Context: an optimization exercise on an open-source flow, tuned for small area. The choices shown serve that exercise and are no tape-out recipe. In this exercise RTL edits were held to simulation tests only and were not proved equivalent to the original. Power is estimated from default activity; no workload was simulated.

`config.mk`:
```
export PLATFORM = sky130hd
export DESIGN_NAME = bfsk_mod
export DESIGN_NICKNAME = bfsk_mod
export VERILOG_FILES = /design/flow/design.v
export SDC_FILE = /design/flow/constraint.sdc
export NUM_CORES = 4
export LEC_CHECK = 0
export CAP_MARGIN = 20
export CORE_MARGIN = 2
export CORE_UTILIZATION = 40
export SLEW_MARGIN = 20
export SYNTH_MEMORY_MAX_BITS = 131072
```
`constraint.sdc`:
```
create_clock -name core_clock -period 8.0 [get_ports {clk}]
set_input_delay 1.6000 -clock core_clock [delete_from_list [all_inputs] [get_ports {clk}]]
set_output_delay 1.6000 -clock core_clock [all_outputs]
set_load 0.01 [all_outputs]
```
`design.v`:
```
module bfsk_mod ( clk, rst, msg, dout, delay_cnt, ph1, ph2);
input  wire clk;
input  wire rst;
input  wire        [95:0] msg;
output wire signed [7:0]  dout;
output wire        [15:0] delay_cnt;
output wire        [31:0] ph1;
output wire        [31:0] ph2;
reg [15:0] sin_table1 [0:4095];
initial $readmemh("sin2.hex", sin_table1);
reg [15:0] sin_table2 [0:4095];
initial $readmemh("sin2.hex", sin_table2);
reg [31:0]  count;
reg [3:0]   state_fsk;
reg [95:0]  shift_reg;
reg         data_bit;
reg [7:0]   cnt_bits;
reg [31:0]  delay_bit;
reg         tx_en;
reg [7:0]   bitpos;
reg [7:0]   DAC_r;
reg [31:0]  ph1_1k2;
reg [31:0]  ph2_2k2;
reg [31:0]  ph1_inc;
reg [31:0]  ph2_inc;
reg [15:0]  sine1;
reg [15:0]  sine2;
assign dout      = DAC_r;
assign delay_cnt = delay_bit[15:0];
assign ph1       = ph1_1k2;
assign ph2       = ph2_2k2;
always@(posedge clk) begin
  if (rst) begin
    state_fsk   <=4'd0;
    shift_reg   <=96'd0;
    data_bit    <=1'b0;
    cnt_bits    <=8'd0;
    delay_bit   <=32'd0;
    bitpos      <=8'd0;
    tx_en       <=1'b0;
    count       <=32'd0;
    DAC_r       <=8'd128;
    ph1_1k2      <=0;
    ph2_2k2      <=0;
    ph1_inc      <=0;
    ph2_inc      <=0;
  end
  else begin
    count <=count+32'd1;
    case (count)
        32'd12000: begin
            count       <=32'd0;
            state_fsk   <=4'd2;
        end
    endcase
    case(state_fsk)
        4'd0: begin  
            DAC_r       <=8'd0;
            cnt_bits    <=8'd0;
            delay_bit   <=32'd0;
            bitpos      <=8'd0;
            tx_en       <=1'b0;
            shift_reg   <=msg;
            ph1_1k2     <=0;
            ph2_2k2     <=0;
            ph1_inc     <=32'd0;
            ph2_inc     <=32'd0;
        end
        4'd1: begin
            state_fsk <=4'd2;
        end
        4'd2: begin  
            case(shift_reg[95])
                1: begin
                    ph1_1k2 <=ph1_1k2 + 32'd10737418;  
                    if(delay_bit<32'd1599) begin
                        delay_bit   <=delay_bit+1'b1;
                    end
                    else begin
                        cnt_bits  <=cnt_bits+1'b1;
                        delay_bit <=0;
                        shift_reg <= {shift_reg[94:0],1'b0};
                        if(cnt_bits >= 8'd96)
                            state_fsk<=4'd0;
                    end
                    DAC_r <=sin_table2[ph1_1k2[31-:12]][15-:8]+128;
                end
                0: begin
                    ph2_2k2 <=ph2_2k2 + 32'd21474836;  
                    if(delay_bit<32'd1599) begin
                        delay_bit <=delay_bit+1'b1;
                    end
                    else begin
                        cnt_bits  <=cnt_bits+1'b1;
                        delay_bit <=0;
                        shift_reg <={shift_reg[94:0],1'b0};
                        if(cnt_bits >= 8'd96)
                            state_fsk<=4'd0;
                    end
                    DAC_r <=sin_table2[ph2_2k2[31-:12]][15-:8]-128;
                end
            endcase
        end
        4'd15: begin
        end
        default:state_fsk<=4'd0;
    endcase
  end
end
endmodule
```
`sin2.hex`:
```
8000
8032
8064
8096
80c9
80fb
812d
815f
8192
81c4
81f6
8229
825b
828d
82bf
82f2
8324
8356
8388
83bb
83ed
841f
8451
8484
84b6
84e8
851a
854d
857f
85b1
85e3
8615
8648
867a
86ac
86de
8711
8743
8775
87a7
87d9
880b
883e
8870
88a2
88d4
8906
8938
896b
899d
89cf
8a01
8a33
8a65
8a97
8ac9
8afc
8b2e
8b60
8b92
8bc4
8bf6
8c28
8c5a
8c8c
8cbe
8cf0
8d22
8d54
8d86
8db8
8dea
8e1c
8e4e
8e80
8eb2
8ee4
8f16
8f48
8f7a
8fac
8fdd
900f
9041
9073
90a5
90d7
9109
913a
916c
919e
91d0
9202
9233
9265
9297
92c9
92fa
932c
935e
938f
93c1
93f3
9425
9456
9488
94b9
94eb
951d
954e
9580
95b1
95e3
9614
9646
9677
96a9
96da
970c
973d
976f
97a0
97d2
9803
9834
9866
9897
98c8
98fa
992b
995c
998e
99bf
99f0
9a21
9a52
9a84
9ab5
9ae6
9b17
9b48
9b79
9baa
9bdc
9c0d
9c3e
9c6f
9ca0
9cd1
9d02
9d33
9d64
9d95
9dc5
9df6
9e27
9e58
9e89
9eba
9eea
9f1b
9f4c
9f7d
9fad
9fde
a00f
a040
a070
a0a1
a0d1
a102
a133
a163
a194
a1c4
a1f5
a225
a256
a286
a2b6
a2e7
a317
a347
a378
a3a8
a3d8
a409
a439
a469
a499
a4c9
a4fa
a52a
a55a
a58a
a5ba
a5ea
a61a
a64a
a67a
a6aa
a6da
a70a
a739
a769
a799
a7c9
a7f9
a828
a858
a888
a8b8
a8e7
a917
a946
a976
a9a6
a9d5
aa05
aa34
aa64
aa93
aac2
aaf2
ab21
ab50
ab80
abaf
abde
ac0d
ac3d
ac6c
ac9b
acca
acf9
ad28
ad57
ad86
adb5
ade4
ae13
ae42
ae71
aea0
aecf
aefd
af2c
af5b
af89
afb8
afe7
b015
b044
b073
b0a1
b0d0
b0fe
b12c
b15b
b189
b1b8
b1e6
b214
b242
b271
b29f
b2cd
b2fb
b329
b357
b385
b3b3
b3e1
b40f
b43d
b46b
b499
b4c7
b4f5
b522
b550
b57e
b5ab
b5d9
b607
b634
b662
b68f
b6bd
b6ea
b717
b745
b772
b79f
b7cd
b7fa
b827
b854
b881
b8af
b8dc
b909
b936
b963
b98f
b9bc
b9e9
ba16
ba43
ba70
ba9c
bac9
baf6
bb22
bb4f
bb7b
bba8
bbd4
bc01
bc2d
bc59
bc86
bcb2
bcde
bd0b
bd37
bd63
bd8f
bdbb
bde7
be13
be3f
be6b
be97
bec3
beee
bf1a
bf46
bf72
bf9d
bfc9
bff4
c020
c04b
c077
c0a2
c0ce
c0f9
c124
c150
c17b
c1a6
c1d1
c1fc
c227
c252
c27d
c2a8
c2d3
c2fe
c329
c354
c37e
c3a9
c3d4
c3fe
c429
c453
c47e
c4a8
c4d3
c4fd
c527
c552
c57c
c5a6
c5d0
c5fa
c624
c64f
c679
c6a2
c6cc
c6f6
c720
c74a
c774
c79d
c7c7
c7f1
c81a
c844
c86d
c897
c8c0
c8e9
c913
c93c
c965
c98e
c9b7
c9e0
ca09
ca32
ca5b
ca84
caad
cad6
caff
cb27
cb50
cb79
cba1
cbca
cbf2
cc1b
cc43
cc6c
cc94
ccbc
cce4
cd0c
cd35
cd5d
cd85
cdad
cdd5
cdfd
ce24
ce4c
ce74
ce9c
cec3
ceeb
cf12
cf3a
cf61
cf89
cfb0
cfd8
cfff
d026
d04d
d074
d09b
d0c2
d0e9
d110
d137
d15e
d185
d1ac
d1d2
d1f9
d220
d246
d26d
d293
d2b9
d2e0
d306
d32c
d352
d379
d39f
d3c5
d3eb
d411
d437
d45c
d482
d4a8
d4ce
d4f3
d519
d53e
d564
d589
d5af
d5d4
d5f9
d61e
d644
d669
d68e
d6b3
d6d8
d6fd
d721
d746
d76b
d790
d7b4
d7d9
d7fe
d822
d846
d86b
d88f
d8b3
d8d8
d8fc
d920
d944
d968
d98c
d9b0
d9d4
d9f7
da1b
da3f
da62
da86
daaa
dacd
daf0
db14
db37
db5a
db7e
dba1
dbc4
dbe7
dc0a
dc2d
dc50
dc72
dc95
dcb8
dcda
dcfd
dd1f
dd42
dd64
dd87
dda9
ddcb
dded
de10
de32
de54
de76
de97
deb9
dedb
defd
df1e
df40
df62
df83
dfa5
dfc6
dfe7
e009
e02a
e04b
e06c
e08d
e0ae
e0cf
e0f0
e111
e131
e152
e173
e193
e1b4
e1d4
e1f5
e215
e235
e255
e276
e296
e2b6
e2d6
e2f6
e315
e335
e355
e375
e394
e3b4
e3d3
e3f3
e412
e431
e451
e470
e48f
e4ae
e4cd
e4ec
e50b
e52a
e549
e567
e586
e5a5
e5c3
e5e2
e600
e61e
e63d
e65b
e679
e697
e6b5
e6d3
e6f1
e70f
e72d
e74a
e768
e786
e7a3
e7c1
e7de
e7fb
e819
e836
e853
e870
e88d
e8aa
e8c7
e8e4
e901
e91d
e93a
e957
e973
e990
e9ac
e9c8
e9e5
ea01
ea1d
ea39
ea55
ea71
ea8d
eaa9
eac5
eae0
eafc
eb17
eb33
eb4e
eb6a
eb85
eba0
ebbb
ebd7
ebf2
ec0d
ec28
ec42
ec5d
ec78
ec93
ecad
ecc8
ece2
ecfd
ed17
ed31
ed4b
ed65
ed80
ed9a
edb3
edcd
ede7
ee01
ee1b
ee34
ee4e
ee67
ee81
ee9a
eeb3
eecc
eee6
eeff
ef18
ef31
ef49
ef62
ef7b
ef94
efac
efc5
efdd
eff6
f00e
f026
f03e
f057
f06f
f087
f09f
f0b6
f0ce
f0e6
f0fe
f115
f12d
f144
f15c
f173
f18a
f1a1
f1b8
f1cf
f1e6
f1fd
f214
f22b
f242
f258
f26f
f285
f29c
f2b2
f2c8
f2df
f2f5
f30b
f321
f337
f34d
f362
f378
f38e
f3a3
f3b9
f3ce
f3e4
f3f9
f40e
f423
f438
f44e
f462
f477
f48c
f4a1
f4b6
f4ca
f4df
f4f3
f508
f51c
f530
f544
f558
f56d
f581
f594
f5a8
f5bc
f5d0
f5e3
f5f7
f60a
f61e
f631
f644
f658
f66b
f67e
f691
f6a4
f6b6
f6c9
f6dc
f6ee
f701
f714
f726
f738
f74a
f75d
f76f
f781
f793
f7a5
f7b7
f7c8
f7da
f7ec
f7fd
f80f
f820
f831
f843
f854
f865
f876
f887
f898
f8a9
f8b9
f8ca
f8db
f8eb
f8fc
f90c
f91c
f92c
f93d
f94d
f95d
f96d
f97d
f98c
f99c
f9ac
f9bb
f9cb
f9da
f9ea
f9f9
fa08
fa17
fa26
fa35
fa44
fa53
fa62
fa70
fa7f
fa8e
fa9c
faaa
fab9
fac7
fad5
fae3
faf1
faff
fb0d
fb1b
fb29
fb36
fb44
fb51
fb5f
fb6c
fb79
fb87
fb94
fba1
fbae
fbbb
fbc8
fbd4
fbe1
fbee
fbfa
fc07
fc13
fc1f
fc2c
fc38
fc44
fc50
fc5c
fc68
fc73
fc7f
fc8b
fc96
fca2
fcad
fcb9
fcc4
fccf
fcda
fce5
fcf0
fcfb
fd06
fd11
fd1b
fd26
fd30
fd3b
fd45
fd4f
fd5a
fd64
fd6e
fd78
fd82
fd8c
fd95
fd9f
fda9
fdb2
fdbc
fdc5
fdce
fdd7
fde1
fdea
fdf3
fdfc
fe04
fe0d
fe16
fe1e
fe27
fe30
fe38
fe40
fe48
fe51
fe59
fe61
fe69
fe70
fe78
fe80
fe88
fe8f
fe97
fe9e
fea5
fead
feb4
febb
fec2
fec9
fed0
fed6
fedd
fee4
feea
fef1
fef7
fefe
ff04
ff0a
ff10
ff16
ff1c
ff22
ff28
ff2d
ff33
ff39
ff3e
ff44
ff49
ff4e
ff53
ff58
ff5d
ff62
ff67
ff6c
ff71
ff75
ff7a
ff7e
ff83
ff87
ff8b
ff90
ff94
ff98
ff9c
ffa0
ffa3
ffa7
ffab
ffae
ffb2
ffb5
ffb9
ffbc
ffbf
ffc2
ffc5
ffc8
ffcb
ffce
ffd0
ffd3
ffd6
ffd8
ffdb
ffdd
ffdf
ffe1
ffe3
ffe5
ffe7
ffe9
ffeb
ffed
ffee
fff0
fff1
fff3
fff4
fff5
fff7
fff8
fff9
fffa
fffb
fffb
fffc
fffd
fffd
fffe
fffe
fffe
ffff
ffff
ffff
ffff
ffff
ffff
ffff
fffe
fffe
fffd
fffd
fffc
fffc
fffb
fffa
fff9
fff8
fff7
fff6
fff5
fff4
fff2
fff1
ffef
ffee
ffec
ffea
ffe8
ffe6
ffe4
ffe2
ffe0
ffde
ffdc
ffd9
ffd7
ffd4
ffd2
ffcf
ffcc
ffc9
ffc7
ffc4
ffc1
ffbd
ffba
ffb7
ffb4
ffb0
ffad
ffa9
ffa5
ffa1
ff9e
ff9a
ff96
ff92
ff8e
ff89
ff85
ff81
ff7c
ff78
ff73
ff6e
ff6a
ff65
ff60
ff5b
ff56
ff51
ff4b
ff46
ff41
ff3b
ff36
ff30
ff2b
ff25
ff1f
ff19
ff13
ff0d
ff07
ff01
fefa
fef4
feee
fee7
fee0
feda
fed3
fecc
fec5
febe
feb7
feb0
fea9
fea2
fe9a
fe93
fe8b
fe84
fe7c
fe74
fe6d
fe65
fe5d
fe55
fe4d
fe44
fe3c
fe34
fe2b
fe23
fe1a
fe12
fe09
fe00
fdf7
fdee
fde5
fddc
fdd3
fdca
fdc0
fdb7
fdad
fda4
fd9a
fd90
fd87
fd7d
fd73
fd69
fd5f
fd55
fd4a
fd40
fd36
fd2b
fd21
fd16
fd0b
fd00
fcf6
fceb
fce0
fcd5
fcc9
fcbe
fcb3
fca8
fc9c
fc91
fc85
fc79
fc6e
fc62
fc56
fc4a
fc3e
fc32
fc25
fc19
fc0d
fc00
fbf4
fbe7
fbdb
fbce
fbc1
fbb4
fba7
fb9a
fb8d
fb80
fb73
fb65
fb58
fb4b
fb3d
fb2f
fb22
fb14
fb06
faf8
faea
fadc
face
fac0
fab2
faa3
fa95
fa86
fa78
fa69
fa5a
fa4c
fa3d
fa2e
fa1f
fa10
fa00
f9f1
f9e2
f9d2
f9c3
f9b3
f9a4
f994
f984
f975
f965
f955
f945
f935
f924
f914
f904
f8f3
f8e3
f8d2
f8c2
f8b1
f8a0
f88f
f87e
f86d
f85c
f84b
f83a
f829
f817
f806
f7f4
f7e3
f7d1
f7bf
f7ae
f79c
f78a
f778
f766
f754
f741
f72f
f71d
f70a
f6f8
f6e5
f6d3
f6c0
f6ad
f69a
f687
f674
f661
f64e
f63b
f627
f614
f601
f5ed
f5da
f5c6
f5b2
f59e
f58a
f577
f563
f54e
f53a
f526
f512
f4fd
f4e9
f4d4
f4c0
f4ab
f497
f482
f46d
f458
f443
f42e
f419
f404
f3ee
f3d9
f3c4
f3ae
f399
f383
f36d
f357
f342
f32c
f316
f300
f2ea
f2d3
f2bd
f2a7
f290
f27a
f263
f24d
f236
f220
f209
f1f2
f1db
f1c4
f1ad
f196
f17e
f167
f150
f138
f121
f109
f0f2
f0da
f0c2
f0aa
f093
f07b
f063
f04b
f032
f01a
f002
efe9
efd1
efb9
efa0
ef87
ef6f
ef56
ef3d
ef24
ef0b
eef2
eed9
eec0
eea7
ee8d
ee74
ee5a
ee41
ee27
ee0e
edf4
edda
edc0
eda7
ed8d
ed73
ed58
ed3e
ed24
ed0a
ecef
ecd5
ecba
eca0
ec85
ec6b
ec50
ec35
ec1a
ebff
ebe4
ebc9
ebae
eb93
eb77
eb5c
eb41
eb25
eb0a
eaee
ead2
eab7
ea9b
ea7f
ea63
ea47
ea2b
ea0f
e9f3
e9d7
e9ba
e99e
e981
e965
e948
e92c
e90f
e8f2
e8d5
e8b9
e89c
e87f
e862
e844
e827
e80a
e7ed
e7cf
e7b2
e794
e777
e759
e73b
e71e
e700
e6e2
e6c4
e6a6
e688
e66a
e64c
e62d
e60f
e5f1
e5d2
e5b4
e595
e577
e558
e539
e51a
e4fc
e4dd
e4be
e49f
e480
e460
e441
e422
e402
e3e3
e3c4
e3a4
e384
e365
e345
e325
e306
e2e6
e2c6
e2a6
e286
e266
e245
e225
e205
e1e4
e1c4
e1a4
e183
e162
e142
e121
e100
e0df
e0bf
e09e
e07d
e05b
e03a
e019
dff8
dfd7
dfb5
df94
df72
df51
df2f
df0e
deec
deca
dea8
de87
de65
de43
de21
ddfe
dddc
ddba
dd98
dd76
dd53
dd31
dd0e
dcec
dcc9
dca6
dc84
dc61
dc3e
dc1b
dbf8
dbd5
dbb2
db8f
db6c
db49
db25
db02
dadf
dabb
da98
da74
da51
da2d
da09
d9e6
d9c2
d99e
d97a
d956
d932
d90e
d8ea
d8c6
d8a1
d87d
d859
d834
d810
d7eb
d7c7
d7a2
d77d
d759
d734
d70f
d6ea
d6c5
d6a0
d67b
d656
d631
d60c
d5e7
d5c1
d59c
d576
d551
d52c
d506
d4e0
d4bb
d495
d46f
d449
d424
d3fe
d3d8
d3b2
d38c
d366
d33f
d319
d2f3
d2cd
d2a6
d280
d259
d233
d20c
d1e6
d1bf
d198
d171
d14b
d124
d0fd
d0d6
d0af
d088
d061
d03a
d012
cfeb
cfc4
cf9d
cf75
cf4e
cf26
ceff
ced7
ceaf
ce88
ce60
ce38
ce10
cde9
cdc1
cd99
cd71
cd49
cd21
ccf8
ccd0
cca8
cc80
cc57
cc2f
cc07
cbde
cbb6
cb8d
cb64
cb3c
cb13
caea
cac2
ca99
ca70
ca47
ca1e
c9f5
c9cc
c9a3
c97a
c950
c927
c8fe
c8d5
c8ab
c882
c858
c82f
c805
c7dc
c7b2
c788
c75f
c735
c70b
c6e1
c6b7
c68e
c664
c63a
c60f
c5e5
c5bb
c591
c567
c53d
c512
c4e8
c4be
c493
c469
c43e
c414
c3e9
c3be
c394
c369
c33e
c313
c2e9
c2be
c293
c268
c23d
c212
c1e7
c1bc
c190
c165
c13a
c10f
c0e3
c0b8
c08d
c061
c036
c00a
bfdf
bfb3
bf87
bf5c
bf30
bf04
bed8
bead
be81
be55
be29
bdfd
bdd1
bda5
bd79
bd4d
bd21
bcf4
bcc8
bc9c
bc70
bc43
bc17
bbea
bbbe
bb92
bb65
bb38
bb0c
badf
bab3
ba86
ba59
ba2c
ba00
b9d3
b9a6
b979
b94c
b91f
b8f2
b8c5
b898
b86b
b83e
b811
b7e3
b7b6
b789
b75b
b72e
b701
b6d3
b6a6
b678
b64b
b61d
b5f0
b5c2
b595
b567
b539
b50b
b4de
b4b0
b482
b454
b426
b3f8
b3ca
b39c
b36e
b340
b312
b2e4
b2b6
b288
b25a
b22b
b1fd
b1cf
b1a0
b172
b144
b115
b0e7
b0b8
b08a
b05b
b02d
affe
afcf
afa1
af72
af43
af15
aee6
aeb7
ae88
ae59
ae2b
adfc
adcd
ad9e
ad6f
ad40
ad11
ace2
acb3
ac83
ac54
ac25
abf6
abc7
ab97
ab68
ab39
ab09
aada
aaab
aa7b
aa4c
aa1c
a9ed
a9bd
a98e
a95e
a92f
a8ff
a8cf
a8a0
a870
a840
a811
a7e1
a7b1
a781
a751
a722
a6f2
a6c2
a692
a662
a632
a602
a5d2
a5a2
a572
a542
a512
a4e1
a4b1
a481
a451
a421
a3f0
a3c0
a390
a360
a32f
a2ff
a2cf
a29e
a26e
a23d
a20d
a1dc
a1ac
a17b
a14b
a11a
a0ea
a0b9
a088
a058
a027
9ff7
9fc6
9f95
9f64
9f34
9f03
9ed2
9ea1
9e70
9e40
9e0f
9dde
9dad
9d7c
9d4b
9d1a
9ce9
9cb8
9c87
9c56
9c25
9bf4
9bc3
9b92
9b61
9b30
9aff
9acd
9a9c
9a6b
9a3a
9a09
99d7
99a6
9975
9944
9912
98e1
98b0
987e
984d
981c
97ea
97b9
9787
9756
9725
96f3
96c2
9690
965f
962d
95fc
95ca
9599
9567
9535
9504
94d2
94a1
946f
943d
940c
93da
93a8
9377
9345
9313
92e2
92b0
927e
924c
921b
91e9
91b7
9185
9153
9122
90f0
90be
908c
905a
9028
8ff6
8fc5
8f93
8f61
8f2f
8efd
8ecb
8e99
8e67
8e35
8e03
8dd1
8d9f
8d6d
8d3b
8d09
8cd7
8ca5
8c73
8c41
8c0f
8bdd
8bab
8b79
8b47
8b15
8ae3
8ab0
8a7e
8a4c
8a1a
89e8
89b6
8984
8952
891f
88ed
88bb
8889
8857
8825
87f2
87c0
878e
875c
872a
86f7
86c5
8693
8661
862f
85fc
85ca
8598
8566
8533
8501
84cf
849d
846b
8438
8406
83d4
83a1
836f
833d
830b
82d8
82a6
8274
8242
820f
81dd
81ab
8179
8146
8114
80e2
80af
807d
804b
8019
7fe6
7fb4
7f82
7f50
7f1d
7eeb
7eb9
7e86
7e54
7e22
7df0
7dbd
7d8b
7d59
7d27
7cf4
7cc2
7c90
7c5e
7c2b
7bf9
7bc7
7b94
7b62
7b30
7afe
7acc
7a99
7a67
7a35
7a03
79d0
799e
796c
793a
7908
78d5
78a3
7871
783f
780d
77da
77a8
7776
7744
7712
76e0
76ad
767b
7649
7617
75e5
75b3
7581
754f
751c
74ea
74b8
7486
7454
7422
73f0
73be
738c
735a
7328
72f6
72c4
7292
7260
722e
71fc
71ca
7198
7166
7134
7102
70d0
709e
706c
703a
7009
6fd7
6fa5
6f73
6f41
6f0f
6edd
6eac
6e7a
6e48
6e16
6de4
6db3
6d81
6d4f
6d1d
6cec
6cba
6c88
6c57
6c25
6bf3
6bc2
6b90
6b5e
6b2d
6afb
6aca
6a98
6a66
6a35
6a03
69d2
69a0
696f
693d
690c
68da
68a9
6878
6846
6815
67e3
67b2
6781
674f
671e
66ed
66bb
668a
6659
6628
65f6
65c5
6594
6563
6532
6500
64cf
649e
646d
643c
640b
63da
63a9
6378
6347
6316
62e5
62b4
6283
6252
6221
61f0
61bf
618f
615e
612d
60fc
60cb
609b
606a
6039
6008
5fd8
5fa7
5f77
5f46
5f15
5ee5
5eb4
5e84
5e53
5e23
5df2
5dc2
5d91
5d61
5d30
5d00
5cd0
5c9f
5c6f
5c3f
5c0f
5bde
5bae
5b7e
5b4e
5b1e
5aed
5abd
5a8d
5a5d
5a2d
59fd
59cd
599d
596d
593d
590d
58dd
58ae
587e
584e
581e
57ee
57bf
578f
575f
5730
5700
56d0
56a1
5671
5642
5612
55e3
55b3
5584
5554
5525
54f6
54c6
5497
5468
5438
5409
53da
53ab
537c
534c
531d
52ee
52bf
5290
5261
5232
5203
51d4
51a6
5177
5148
5119
50ea
50bc
508d
505e
5030
5001
4fd2
4fa4
4f75
4f47
4f18
4eea
4ebb
4e8d
4e5f
4e30
4e02
4dd4
4da5
4d77
4d49
4d1b
4ced
4cbf
4c91
4c63
4c35
4c07
4bd9
4bab
4b7d
4b4f
4b21
4af4
4ac6
4a98
4a6a
4a3d
4a0f
49e2
49b4
4987
4959
492c
48fe
48d1
48a4
4876
4849
481c
47ee
47c1
4794
4767
473a
470d
46e0
46b3
4686
4659
462c
45ff
45d3
45a6
4579
454c
4520
44f3
44c7
449a
446d
4441
4415
43e8
43bc
438f
4363
4337
430b
42de
42b2
4286
425a
422e
4202
41d6
41aa
417e
4152
4127
40fb
40cf
40a3
4078
404c
4020
3ff5
3fc9
3f9e
3f72
3f47
3f1c
3ef0
3ec5
3e9a
3e6f
3e43
3e18
3ded
3dc2
3d97
3d6c
3d41
3d16
3cec
3cc1
3c96
3c6b
3c41
3c16
3beb
3bc1
3b96
3b6c
3b41
3b17
3aed
3ac2
3a98
3a6e
3a44
3a1a
39f0
39c5
399b
3971
3948
391e
38f4
38ca
38a0
3877
384d
3823
37fa
37d0
37a7
377d
3754
372a
3701
36d8
36af
3685
365c
3633
360a
35e1
35b8
358f
3566
353d
3515
34ec
34c3
349b
3472
3449
3421
33f8
33d0
33a8
337f
3357
332f
3307
32de
32b6
328e
3266
323e
3216
31ef
31c7
319f
3177
3150
3128
3100
30d9
30b1
308a
3062
303b
3014
2fed
2fc5
2f9e
2f77
2f50
2f29
2f02
2edb
2eb4
2e8e
2e67
2e40
2e19
2df3
2dcc
2da6
2d7f
2d59
2d32
2d0c
2ce6
2cc0
2c99
2c73
2c4d
2c27
2c01
2bdb
2bb6
2b90
2b6a
2b44
2b1f
2af9
2ad3
2aae
2a89
2a63
2a3e
2a18
29f3
29ce
29a9
2984
295f
293a
2915
28f0
28cb
28a6
2882
285d
2838
2814
27ef
27cb
27a6
2782
275e
2739
2715
26f1
26cd
26a9
2685
2661
263d
2619
25f6
25d2
25ae
258b
2567
2544
2520
24fd
24da
24b6
2493
2470
244d
242a
2407
23e4
23c1
239e
237b
2359
2336
2313
22f1
22ce
22ac
2289
2267
2245
2223
2201
21de
21bc
219a
2178
2157
2135
2113
20f1
20d0
20ae
208d
206b
204a
2028
2007
1fe6
1fc5
1fa4
1f82
1f61
1f40
1f20
1eff
1ede
1ebd
1e9d
1e7c
1e5b
1e3b
1e1b
1dfa
1dda
1dba
1d99
1d79
1d59
1d39
1d19
1cf9
1cda
1cba
1c9a
1c7b
1c5b
1c3b
1c1c
1bfd
1bdd
1bbe
1b9f
1b7f
1b60
1b41
1b22
1b03
1ae5
1ac6
1aa7
1a88
1a6a
1a4b
1a2d
1a0e
19f0
19d2
19b3
1995
1977
1959
193b
191d
18ff
18e1
18c4
18a6
1888
186b
184d
1830
1812
17f5
17d8
17bb
179d
1780
1763
1746
172a
170d
16f0
16d3
16b7
169a
167e
1661
1645
1628
160c
15f0
15d4
15b8
159c
1580
1564
1548
152d
1511
14f5
14da
14be
14a3
1488
146c
1451
1436
141b
1400
13e5
13ca
13af
1394
137a
135f
1345
132a
1310
12f5
12db
12c1
12a7
128c
1272
1258
123f
1225
120b
11f1
11d8
11be
11a5
118b
1172
1158
113f
1126
110d
10f4
10db
10c2
10a9
1090
1078
105f
1046
102e
1016
ffd
fe5
fcd
fb4
f9c
f84
f6c
f55
f3d
f25
f0d
ef6
ede
ec7
eaf
e98
e81
e69
e52
e3b
e24
e0d
df6
ddf
dc9
db2
d9c
d85
d6f
d58
d42
d2c
d15
cff
ce9
cd3
cbd
ca8
c92
c7c
c66
c51
c3b
c26
c11
bfb
be6
bd1
bbc
ba7
b92
b7d
b68
b54
b3f
b2b
b16
b02
aed
ad9
ac5
ab1
a9c
a88
a75
a61
a4d
a39
a25
a12
9fe
9eb
9d8
9c4
9b1
99e
98b
978
965
952
93f
92c
91a
907
8f5
8e2
8d0
8be
8ab
899
887
875
863
851
840
82e
81c
80b
7f9
7e8
7d6
7c5
7b4
7a3
792
781
770
75f
74e
73d
72d
71c
70c
6fb
6eb
6db
6ca
6ba
6aa
69a
68a
67b
66b
65b
64c
63c
62d
61d
60e
5ff
5ef
5e0
5d1
5c2
5b3
5a5
596
587
579
56a
55c
54d
53f
531
523
515
507
4f9
4eb
4dd
4d0
4c2
4b4
4a7
49a
48c
47f
472
465
458
44b
43e
431
424
418
40b
3ff
3f2
3e6
3da
3cd
3c1
3b5
3a9
39d
391
386
37a
36e
363
357
34c
341
336
32a
31f
314
309
2ff
2f4
2e9
2de
2d4
2c9
2bf
2b5
2aa
2a0
296
28c
282
278
26f
265
25b
252
248
23f
235
22c
223
21a
211
208
1ff
1f6
1ed
1e5
1dc
1d4
1cb
1c3
1bb
1b2
1aa
1a2
19a
192
18b
183
17b
174
16c
165
15d
156
14f
148
141
13a
133
12c
125
11f
118
111
10b
105
fe
f8
f2
ec
e6
e0
da
d4
cf
c9
c4
be
b9
b4
ae
a9
a4
9f
9a
95
91
8c
87
83
7e
7a
76
71
6d
69
65
61
5e
5a
56
52
4f
4b
48
45
42
3e
3b
38
36
33
30
2d
2b
28
26
23
21
1f
1d
1b
19
17
15
13
11
10
e
d
b
a
9
8
7
6
5
4
3
3
2
2
1
1
0
0
0
0
0
0
0
1
1
1
2
2
3
4
4
5
6
7
8
a
b
c
e
f
11
12
14
16
18
1a
1c
1e
20
22
24
27
29
2c
2f
31
34
37
3a
3d
40
43
46
4a
4d
51
54
58
5c
5f
63
67
6b
6f
74
78
7c
81
85
8a
8e
93
98
9d
a2
a7
ac
b1
b6
bb
c1
c6
cc
d2
d7
dd
e3
e9
ef
f5
fb
101
108
10e
115
11b
122
129
12f
136
13d
144
14b
152
15a
161
168
170
177
17f
187
18f
196
19e
1a6
1ae
1b7
1bf
1c7
1cf
1d8
1e1
1e9
1f2
1fb
203
20c
215
21e
228
231
23a
243
24d
256
260
26a
273
27d
287
291
29b
2a5
2b0
2ba
2c4
2cf
2d9
2e4
2ee
2f9
304
30f
31a
325
330
33b
346
352
35d
369
374
380
38c
397
3a3
3af
3bb
3c7
3d3
3e0
3ec
3f8
405
411
41e
42b
437
444
451
45e
46b
478
486
493
4a0
4ae
4bb
4c9
4d6
4e4
4f2
500
50e
51c
52a
538
546
555
563
571
580
58f
59d
5ac
5bb
5ca
5d9
5e8
5f7
606
615
625
634
644
653
663
673
682
692
6a2
6b2
6c2
6d3
6e3
6f3
703
714
724
735
746
756
767
778
789
79a
7ab
7bc
7ce
7df
7f0
802
813
825
837
848
85a
86c
87e
890
8a2
8b5
8c7
8d9
8eb
8fe
911
923
936
949
95b
96e
981
994
9a7
9bb
9ce
9e1
9f5
a08
a1c
a2f
a43
a57
a6b
a7e
a92
aa7
abb
acf
ae3
af7
b0c
b20
b35
b49
b5e
b73
b88
b9d
bb1
bc7
bdc
bf1
c06
c1b
c31
c46
c5c
c71
c87
c9d
cb2
cc8
cde
cf4
d0a
d20
d37
d4d
d63
d7a
d90
da7
dbd
dd4
deb
e02
e19
e30
e47
e5e
e75
e8c
ea3
ebb
ed2
eea
f01
f19
f31
f49
f60
f78
f90
fa8
fc1
fd9
ff1
1009
1022
103a
1053
106b
1084
109d
10b6
10ce
10e7
1100
1119
1133
114c
1165
117e
1198
11b1
11cb
11e4
11fe
1218
1232
124c
1265
127f
129a
12b4
12ce
12e8
1302
131d
1337
1352
136c
1387
13a2
13bd
13d7
13f2
140d
1428
1444
145f
147a
1495
14b1
14cc
14e8
1503
151f
153a
1556
1572
158e
15aa
15c6
15e2
15fe
161a
1637
1653
166f
168c
16a8
16c5
16e2
16fe
171b
1738
1755
1772
178f
17ac
17c9
17e6
1804
1821
183e
185c
1879
1897
18b5
18d2
18f0
190e
192c
194a
1968
1986
19a4
19c2
19e1
19ff
1a1d
1a3c
1a5a
1a79
1a98
1ab6
1ad5
1af4
1b13
1b32
1b51
1b70
1b8f
1bae
1bce
1bed
1c0c
1c2c
1c4b
1c6b
1c8a
1caa
1cca
1cea
1d09
1d29
1d49
1d69
1d89
1daa
1dca
1dea
1e0a
1e2b
1e4b
1e6c
1e8c
1ead
1ece
1eee
1f0f
1f30
1f51
1f72
1f93
1fb4
1fd5
1ff6
2018
2039
205a
207c
209d
20bf
20e1
2102
2124
2146
2168
2189
21ab
21cd
21ef
2212
2234
2256
2278
229b
22bd
22e0
2302
2325
2347
236a
238d
23af
23d2
23f5
2418
243b
245e
2481
24a5
24c8
24eb
250f
2532
2555
2579
259d
25c0
25e4
2608
262b
264f
2673
2697
26bb
26df
2703
2727
274c
2770
2794
27b9
27dd
2801
2826
284b
286f
2894
28b9
28de
2902
2927
294c
2971
2996
29bb
29e1
2a06
2a2b
2a50
2a76
2a9b
2ac1
2ae6
2b0c
2b31
2b57
2b7d
2ba3
2bc8
2bee
2c14
2c3a
2c60
2c86
2cad
2cd3
2cf9
2d1f
2d46
2d6c
2d92
2db9
2ddf
2e06
2e2d
2e53
2e7a
2ea1
2ec8
2eef
2f16
2f3d
2f64
2f8b
2fb2
2fd9
3000
3027
304f
3076
309e
30c5
30ed
3114
313c
3163
318b
31b3
31db
3202
322a
3252
327a
32a2
32ca
32f3
331b
3343
336b
3393
33bc
33e4
340d
3435
345e
3486
34af
34d8
3500
3529
3552
357b
35a4
35cd
35f6
361f
3648
3671
369a
36c3
36ec
3716
373f
3768
3792
37bb
37e5
380e
3838
3862
388b
38b5
38df
3909
3933
395d
3986
39b0
39db
3a05
3a2f
3a59
3a83
3aad
3ad8
3b02
3b2c
3b57
3b81
3bac
3bd6
3c01
3c2b
3c56
3c81
3cab
3cd6
3d01
3d2c
3d57
3d82
3dad
3dd8
3e03
3e2e
3e59
3e84
3eaf
3edb
3f06
3f31
3f5d
3f88
3fb4
3fdf
400b
4036
4062
408d
40b9
40e5
4111
413c
4168
4194
41c0
41ec
4218
4244
4270
429c
42c8
42f4
4321
434d
4379
43a6
43d2
43fe
442b
4457
4484
44b0
44dd
4509
4536
4563
458f
45bc
45e9
4616
4643
4670
469c
46c9
46f6
4723
4750
477e
47ab
47d8
4805
4832
4860
488d
48ba
48e8
4915
4942
4970
499d
49cb
49f8
4a26
4a54
4a81
4aaf
4add
4b0a
4b38
4b66
4b94
4bc2
4bf0
4c1e
4c4c
4c7a
4ca8
4cd6
4d04
4d32
4d60
4d8e
4dbd
4deb
4e19
4e47
4e76
4ea4
4ed3
4f01
4f2f
4f5e
4f8c
4fbb
4fea
5018
5047
5076
50a4
50d3
5102
5130
515f
518e
51bd
51ec
521b
524a
5279
52a8
52d7
5306
5335
5364
5393
53c2
53f2
5421
5450
547f
54af
54de
550d
553d
556c
559b
55cb
55fa
562a
5659
5689
56b9
56e8
5718
5747
5777
57a7
57d7
5806
5836
5866
5896
58c6
58f5
5925
5955
5985
59b5
59e5
5a15
5a45
5a75
5aa5
5ad5
5b05
5b36
5b66
5b96
5bc6
5bf6
5c27
5c57
5c87
5cb8
5ce8
5d18
5d49
5d79
5da9
5dda
5e0a
5e3b
5e6b
5e9c
5ecc
5efd
5f2e
5f5e
5f8f
5fbf
5ff0
6021
6052
6082
60b3
60e4
6115
6145
6176
61a7
61d8
6209
623a
626a
629b
62cc
62fd
632e
635f
6390
63c1
63f2
6423
6455
6486
64b7
64e8
6519
654a
657b
65ad
65de
660f
6640
6671
66a3
66d4
6705
6737
6768
6799
67cb
67fc
682d
685f
6890
68c2
68f3
6925
6956
6988
69b9
69eb
6a1c
6a4e
6a7f
6ab1
6ae2
6b14
6b46
6b77
6ba9
6bda
6c0c
6c3e
6c70
6ca1
6cd3
6d05
6d36
6d68
6d9a
6dcc
6dfd
6e2f
6e61
6e93
6ec5
6ef6
6f28
6f5a
6f8c
6fbe
6ff0
7022
7053
7085
70b7
70e9
711b
714d
717f
71b1
71e3
7215
7247
7279
72ab
72dd
730f
7341
7373
73a5
73d7
7409
743b
746d
749f
74d1
7503
7536
7568
759a
75cc
75fe
7630
7662
7694
76c7
76f9
772b
775d
778f
77c1
77f4
7826
7858
788a
78bc
78ee
7921
7953
7985
79b7
79ea
7a1c
7a4e
7a80
7ab2
7ae5
7b17
7b49
7b7b
7bae
7be0
7c12
7c44
7c77
7ca9
7cdb
7d0d
7d40
7d72
7da4
7dd6
7e09
7e3b
7e6d
7ea0
7ed2
7f04
7f36
7f69
7f9b
7fcd
8000
```
`run.sh`:
```
#!/bin/bash
# synth_recipe.tcl (not shown) runs the flow's synth.tcl, then flattens the netlist and writes it again
# the make line also repeats each setting of config.mk as NAME=value (left out here)
make -C /OpenROAD-flow-scripts/flow DESIGN_CONFIG=/design/flow/config.mk WORK_HOME=/design/flow/orfs CLKGATE_MAP_FILE= SYNTH_SCRIPT=/design/flow/synth_recipe.tcl finish
```
==> key figures <==
Logic synthesis
  – Register area share after synthesis: 20.8%
  – Mean area per synthesized cell: 6.60 um2
  – Synth cell types: 112
  – Ys flop type: dfxtp_1
  – Ys Warns: 1
  – Post-synth EDFFs: 0
  – Gate Count Post-Synth: 3749
  – FFs w/ async S/R, synth: 0%
  – Synthesized flop and latch total: 257
  – Mapped Area: 24700 um2

Floorplan
  – Starting Density: 40.3%
  – Die X: 253 um
  – IO Count: 186
  – Die area: 63800 um2
  – Core area: 61400 um2
  – Die Height: 253 um
  – Num rows: 91

Routing
  – DR iter-0 viols: 6154
  – Drt wl/cell: 31.4 um
  – Vias: 33100
  – Drt first pass iters: 11
  – Via/cell ratio: 7.30
  – DRC viols: 0
  – Overall routed net length: 143000 um
  – Remaining antenna violation count after routing: 0

Clock tree
  – CTS buffer count: 31
  – Clk latency of the worst-skew pair: 0.64 ns
  – CTS clk-pin slew, worst paths: 0.07 ns
  – Post-CTS Resized: 0
  – H-Tree Depth: 1
  – TritonCTS Sinks: 257
  – TritonCTS clock tree: built
  – Setup bufs post-CTS: 0
  – Hold-fix buffers, CTS: 0
  – Max clock buf depth: 3
  – Root Driver: clkbuf_16

Layout
  – Layout cells sized above 1: 8.40%
  – Commonest non-fill, non-tap cell in the layout: nor2_1
  – Max FFs per register: 96
  – Commonest cells after routing, fill and taps aside: nor2_1 (628), a21oi_1 (413), o21ai_0 (288), nand2_1 (288), dfxtp_1 (256)
  – Non-filler instance count after layout: 4534
  – Utilization after layout: 45.7%
  – Nets: 3827
  – P&R area growth vs syn: 13.4%

Setup path
  – Worst Reg2Reg Path Length in Cells: 12
  – Critical Path AT: 6.58 ns
  – R2R Setup Slk: 1.85 ns
  – CP Class: reg -> reg
  – Critical Path RT: 8.43 ns
  – Stages on worst setup path: 12
  – Buf/Inv on CP: 1
  – Max stage delay cell, worst path: a2111oi_0
  – Worst-path cell chain: or3_4 > nor2_1 > a41oi_1 > o211ai_4 > inv_2 > a21oi_2 > a21oi_1 > a2111oi_0 > nor4_1 > o21ai_0 > a21oi_1 > a32oi_1
  – Cell family with most CP delay: compound AO/OA/AOI/OAI gates
  – CP max stage delay: 0.87 ns
  – CP Max Fanout: 48
  – CP Launch Type: register
  – Cell repeated most along the worst path: a21oi_1
  – Crit. End Element: register
  – R2R Path Start: state_fsk[0]$_SDFF_PP0_

Pwr
  – Maximum vdd drop: 0.167 mV
  – Comb power frac: 4.4%
  – Sw frac: 24.6%
  – Psw: 704 uW
  – Sequential Power Share: 46.2%
  – Clock network fraction of design power: 49.4%
  – Pwr dens: 102 nW/um2
  – Int Pwr: 2.16 mW
  – Pleak: 9.84 nW

Timing
  – RSZ-0062 raised after global routing: no
  – Final setup fails: 0
  – Final period utilization: 76.9%
  – Slew HR: 18.4%
  – Fin. max-slew vios: 0
  – Final hold violations: 0
  – Smallest hold slack: 0.462 ns
  – Final min period: 6.15 ns
  – Setup TNS: 0 ns
  – Worst slew pin tran: 1.22 ns
  – Skew final: 0.0650 ns
  – Max Fclk: 163 MHz

Global route
  – First-pass GRT wire length: 207000 um
  – Largest net degree at the start of global routing: 118
  – Global Route Usage Sum: 42.5%
  – Vias in the first global route: 30400
  – Initial antenna violation count: 9
  – Grt total ovfl: 0

Min path
  – Hold Path Origin: delay_bit[19]$_SDFFE_PP0N_
  – Hold Path Stages: 1
  – Hold Path End: delay_bit[19]$_SDFFE_PP0N_
  – Hold WC Path Type: reg -> reg

Placement
  – Final Wtd Congestion: 1.10
  – Placed insts: 4468
  – Detailed Place HPWL: 97000 um
  – I/O Buffers: 182

Status
  – Status: complete, no violations

Run
  – Total of max-cap violations: 0
power groups by stage:
stage	logic (mW)	clock network (mW)	registers [mW]
floorplan	0.0613	0	1.35
global placement	0.125	0	1.35
detailed placement	0.126	0	1.35
CTS	0.127	1.43	1.32
global route	0.140	1.48	1.33
finish	0.126	1.41	1.32
synth_stat cells (22+ instances only):
cell type / number / area [um2]
a211oi_1: 76 / 571
a21oi_1: 415 / 2080
a221oi_1: 47 / 412
a22oi_1: 24 / 180
a311oi_1: 33 / 289
a31oi_1: 65 / 407
and2_1: 26 / 163
and3_1: 23 / 144
buf_1: 32 / 120
buf_2: 118 / 591
buf_4: 29 / 218
clkbuf_1: 212 / 796
dfxtp_1: 257 / 5140
inv_1: 36 / 135
nand2_1: 289 / 1080
nand3_1: 128 / 641
nand4_1: 47 / 294
nor2_1: 633 / 2380
nor3_1: 104 / 521
nor4_1: 38 / 238
o2111ai_1: 28 / 245
o211ai_1: 82 / 616
o21ai_0: 289 / 1450
o221ai_1: 41 / 359
o22ai_1: 142 / 888
o311ai_0: 22 / 193
o31ai_1: 32 / 240
xnor2_1: 39 / 342
xor2_1: 37 / 324
cells by family after synthesis:
| family | share of synthesized area, % |
|---|---|
| compound gates | 41.3 |
| simple gates | 25.2 |
| buf+inv | 7.97 |
| flops | 20.8 |
| xor+xnor | 2.82 |
| mux | 1.16 |
| fa+ha+maj | 0.759 |
| other cells | 0.0152 |
stage by stage:
step                total power [mW]  instance area (um2)  worst slack [ns]
finish                          2.86                28100              1.85
global route                    2.95                28000              1.75
CTS                             2.88                28000              2.26
detailed placement              1.48                27000              1.91
global placement                1.48                27000              1.90
floorplan                       1.41                24700              3.46
final cells by class:
type | count | area (um2)
antenna | 8 | 20.0
clock inverter | 14 | 136
inverter | 48 | 183
timing repair buffer | 327 | 2980
sequential | 257 | 5150
clock buffer | 41 | 843
tap | 790 | 988
fill | 6485 | 33300
multi-input combinational | 3049 | 17800
how the worst max path moves through the flow:
stage               endpoint  slack (ns)                    start
CTS                 register        2.26  state_fsk[0]$_SDFF_PP0_
detailed placement  register        1.91                      rst
global route        register        1.75  state_fsk[0]$_SDFF_PP0_
finish              register        1.85  state_fsk[0]$_SDFF_PP0_
floorplan           register        3.46                      rst
global placement    register        1.90                      rst
layer usage:
layer  wire length [um]  share of wire (%)  vias to the layer above  track usage [%]
li1                   -                  -                    14100                -
met1              55500                 39                    15400             55.1
met2              55900                 39                     2875             59.6
met3              22300                 16                      726             17.9
met4               8790                6.2                        8             21.8
met5                116              0.081                        -            0.154

## static timing again, ports no longer ideal
Ports are ideal in the flow. The routed layout listed here was re-timed in OpenROAD. Step 1 sets driving cells, clkbuf_16 on the clock port and buf_2 on the other inputs (assumed; they add their load-dependent delay and slew). Step 2 times the ports against the registers' clock, not the clock port: input delays grow and output delays shrink by t, the midpoint of the rising clock arrivals with the driver on. a / b / c = ideal / step 1 / step 2; a / b = the first two.
t (ns): 0.667
slack for setup (ns): 1.848 / 1.848 / 1.679
cell pins on the clock port's net: 1
After both steps this run still meets setup and hold. For this run, drivers alone change the setup slack by 0.000 ns; drivers and shift together by -0.169 ns.
